This design comes from an exercise in tuning for small area and a short achievable clock period on the open sky130 flow, not from production work. Where RTL was checked, it was by simulation tests only, not by an equivalence proof against the original. The clock port is modelled as an ideal driver, which makes a skipped or thinned clock tree look cheaper than it is; a real chip needs a root buffer or a tree. Power is estimated from default activity; no workload was simulated.

delta:
==> flow/design.v <==
module FSM_out
(
    input             clk,
    input             reset_n,
    input             req,
    input             fifo_empty,
    input      [63:0] fifo_data,    
    output reg        remove,       
    output reg        load,         
    output reg        strobe_out,
    output reg        data_end,
    output reg  [7:0] data_out
);
reg [3:0] state;
reg       shift;
reg [55:0] buf_q;
wire idle = (state == 4'd0);
wire start = idle && req && !fifo_empty;
always @(posedge clk)
begin
    if (!reset_n)
    begin
        state  <= 4'd0;
        remove <= 1'b0;
        load   <= 1'b0;
        shift  <= 1'b0;
    end
    else
    begin
        if (idle)
            state <= start ? 4'd1 : 4'd0;
        else if (state == 4'd10)
            state <= 4'd0;
        else
            state <= state + 4'd1;
        remove <= start;
        load   <= (state == 4'd1);
        shift  <= (state >= 4'd2) && (state <= 4'd8);
    end
end
always @(posedge clk)
    buf_q <= fifo_data[63:8] | ({56{shift}} & {8'd0, buf_q[55:8]});
always @(posedge clk)
begin
    if (!reset_n)
    begin
        strobe_out <= 1'b0;
        data_end   <= 1'b0;
        data_out   <= 8'd0;
    end
    else
    begin
        if (load)
        begin
            strobe_out <= 1'b1;
            data_out   <= fifo_data[7:0];
        end
        else if (shift)
            data_out <= buf_q[7:0];
        if (state == 4'd9)
            data_end <= 1'b1;
        else if (state == 4'd10)
        begin
            strobe_out <= 1'b0;
            data_end   <= 1'b0;
        end
    end
end
endmodule
module module_64_8
#(parameter width = 64, parameter depth = 8)
(
    input   clk,
    input   reset_n,
    input   strobe_in,
    input   [width-1:0] input_data,
    input   req_data,
    output  ready,
    output  data_end,
    output  strobe_out,
    output  [7:0] data_out,
    output  [$clog2(depth)-1:0] write_counter
);
localparam aw = $clog2(depth);
reg [width-1:0] mem [depth-1:0];
reg [depth-1:0] rd_ptr;
reg [depth-1:0] rd_sel;
reg [depth-1:0] wr_en;
reg [aw:0] count;
reg        empty;
wire full = count[aw];
wire write = strobe_in && !full;
wire remove;
wire load;
wire [depth-1:0] wr_ptr   = full ? rd_ptr : wr_en;
wire [depth-1:0] wr_ptr_w = {wr_ptr[depth-2:0], wr_ptr[depth-1]};
wire [aw:0] count_w  = remove ? count : count + 1'b1;
wire [aw:0] count_nw = remove ? count - 1'b1 : count;
wire        full_w   = (count_w == depth);
wire        full_nw  = (count_nw == depth);
wire        empty_nw = (count_nw == 0);
assign write_counter = count[aw-1:0];
assign ready = empty;
always @(posedge clk)
begin
    if (!reset_n)
    begin
        count <= 0;
        empty <= 1'b1;
        wr_en <= 1;
    end
    else if (write)
    begin
        count <= count_w;
        empty <= 1'b0;
        wr_en <= full_w ? {depth{1'b0}} : wr_ptr_w;
    end
    else
    begin
        count <= count_nw;
        empty <= empty_nw;
        wr_en <= full_nw ? {depth{1'b0}} : wr_ptr;
    end
end
always @(posedge clk)
begin
    if (!reset_n)
    begin
        rd_ptr <= 1;
        rd_sel <= 0;
    end
    else
    begin
        if (load)
            rd_ptr <= {rd_ptr[depth-2:0], rd_ptr[depth-1]};
        rd_sel <= remove ? rd_ptr : {depth{1'b0}};
    end
end
integer i;
always @(posedge clk)
begin
    for (i = 0; i < depth; i = i + 1)
        if (wr_en[i])
            mem[i] <= input_data;
end
reg [width-1:0] rd_data;
always @*
begin
    rd_data = 0;
    for (i = 0; i < depth; i = i + 1)
        rd_data = rd_data | ({width{rd_sel[i]}} & mem[i]);
end
FSM_out FSM_out_1
(
    .clk        (clk),
    .reset_n    (reset_n),
    .req        (req_data),
    .fifo_empty (empty),
    .fifo_data  (rd_data),
    .remove     (remove),
    .load       (load),
    .strobe_out (strobe_out),
    .data_end   (data_end),
    .data_out   (data_out)
);
endmodule
Settings: LEC_CHECK=0, CAP_MARGIN=20, CORE_MARGIN=2, CORE_UTILIZATION=60, SETUP_SLACK_MARGIN=3.2, SLEW_MARGIN=20; clock period 5.0 ns.
standard.sh (not shown) runs the stock make flow with config.mk's settings and CLKGATE_MAP_FILE= SYNTH_SCRIPT=/design/flow/synth_recipe.tcl, a recipe that flattens the netlist after the stock synthesis.
==> flow/flow/run.sh <==
#!/bin/bash
# The standard ORFS layout, with the port buffers made of buf_1 cells (instead of the
# delay cells buffer_ports picks by default), timing repair free to change a cell's
# footprint, a clock tree of about 30 flip-flops per leaf buffer, and the top of the
# clock tree reshaped after CTS (flow/clock_top.tcl).
set -euo pipefail
W=$(pwd)
bash standard.sh MATCH_CELL_FOOTPRINT=0 \
  "BUFFER_PORTS_ARGS=-buffer_cell sky130_fd_sc_hd__buf_1" \
  "CTS_ARGS=-sink_clustering_enable -repair_clock_nets -buf_list {sky130_fd_sc_hd__clkbuf_16} -sink_clustering_size 30 -sink_clustering_max_diameter 80 -dont_use_dummy_load" \
  "POST_CTS_TCL=$W/flow/clock_top.tcl" \
  finish > standard_flow.log 2>&1
Other scripts of this flow, unchanged in this note and not shown: flow/flow/clock_top.tcl
delta ended with every stage complete and zero timing, DRC or antenna violations.
The following lists how gamma was set up differently from delta:
--- a/flow/design.v
+++ b/flow/design.v
@@ -14,4 +14,5 @@
 reg [3:0] state;
 reg       shift;
+reg       hold;
 reg [55:0] buf_q;
 wire idle = (state == 4'd0);
@@ -25,4 +26,5 @@
         load   <= 1'b0;
         shift  <= 1'b0;
+        hold   <= 1'b1;
     end
     else
@@ -37,8 +39,10 @@
         load   <= (state == 4'd1);
         shift  <= (state >= 4'd2) && (state <= 4'd8);
+        hold   <= !((state >= 4'd1) && (state <= 4'd8));
     end
 end
 always @(posedge clk)
     buf_q <= fifo_data[63:8] | ({56{shift}} & {8'd0, buf_q[55:8]});
+wire [7:0] data_next = fifo_data[7:0] | ({8{shift}} & buf_q[7:0]) | ({8{hold}} & data_out);
 always @(posedge clk)
 begin
@@ -51,11 +55,7 @@
     else
     begin
+        data_out <= data_next;
         if (load)
-        begin
             strobe_out <= 1'b1;
-            data_out   <= fifo_data[7:0];
-        end
-        else if (shift)
-            data_out <= buf_q[7:0];
         if (state == 4'd9)
             data_end <= 1'b1;
@@ -93,11 +93,13 @@
 wire remove;
 wire load;
-wire [depth-1:0] wr_ptr   = full ? rd_ptr : wr_en;
-wire [depth-1:0] wr_ptr_w = {wr_ptr[depth-2:0], wr_ptr[depth-1]};
-wire [aw:0] count_w  = remove ? count : count + 1'b1;
-wire [aw:0] count_nw = remove ? count - 1'b1 : count;
-wire        full_w   = (count_w == depth);
-wire        full_nw  = (count_nw == depth);
-wire        empty_nw = (count_nw == 0);
+wire [aw:0] count_inc = count + 1'b1;
+wire [aw:0] count_dec = count - 1'b1;
+wire        count_is1 = (count == 1);
+wire        count_is7 = (count == depth - 1);
+wire [aw:0] count_w  = remove ? count : count_inc;
+wire [aw:0] count_nw = remove ? count_dec : count;
+wire        empty_nw = remove ? count_is1 : empty;
+wire [depth-1:0] wr_en_w  = (count_is7 && !remove) ? {depth{1'b0}} : {wr_en[depth-2:0], wr_en[depth-1]};
+wire [depth-1:0] wr_en_nw = wr_en | ({depth{full && remove}} & rd_ptr);
 assign write_counter = count[aw-1:0];
 assign ready = empty;
@@ -114,5 +116,5 @@
         count <= count_w;
         empty <= 1'b0;
-        wr_en <= full_w ? {depth{1'b0}} : wr_ptr_w;
+        wr_en <= wr_en_w;
     end
     else
@@ -120,5 +122,5 @@
         count <= count_nw;
         empty <= empty_nw;
-        wr_en <= full_nw ? {depth{1'b0}} : wr_ptr;
+        wr_en <= wr_en_nw;
     end
 end
Notes after the runs:
- gamma: done, clean on timing, DRC and antenna
- gamma vs. delta: area used by sequential logic in the layout has remained practically unchanged, multi-input combinational area share saw little to no change, clock network fraction of design power fell 0.2 points, logic depth of the worst path, buffers included held.
- Final design instance area without fill (gamma over delta): increase, 0.55%
No functional check of the RTL was part of gamma.

[afterwards: timing with drivers on the ports]
The results above use ideal ports. As a check the final layouts listed here were re-extracted and re-timed, cells and wires unchanged. Step 1, drivers: a clkbuf_16 drives clk and a buf_2 each remaining input, both assumed. Step 2 adds t to the input delays and takes it off the output delays; t is the mean of the earliest and latest rising clock arrival at the registers after step 1. Input paths then give back, and output paths get back, about the clock's delay inside the block. a / b / c = ideal ports / drivers / drivers and shift; a / b = the first two.
| run | t (ns) | setup WS [ns] | worst setup path at the end | pins driven straight from the clock port |
|---|---|---|---|---|
| delta | 0.458 | 3.162 / 3.049 / 3.000 | input to register | 4 |
| gamma | 0.460 | 3.168 / 3.054 / 2.897 | input to register | 4 |
After both steps setup and hold are still met in every run listed. The setup slack of gamma, which loses most, moves by -0.114 ns with the drivers and by -0.271 ns with both steps.
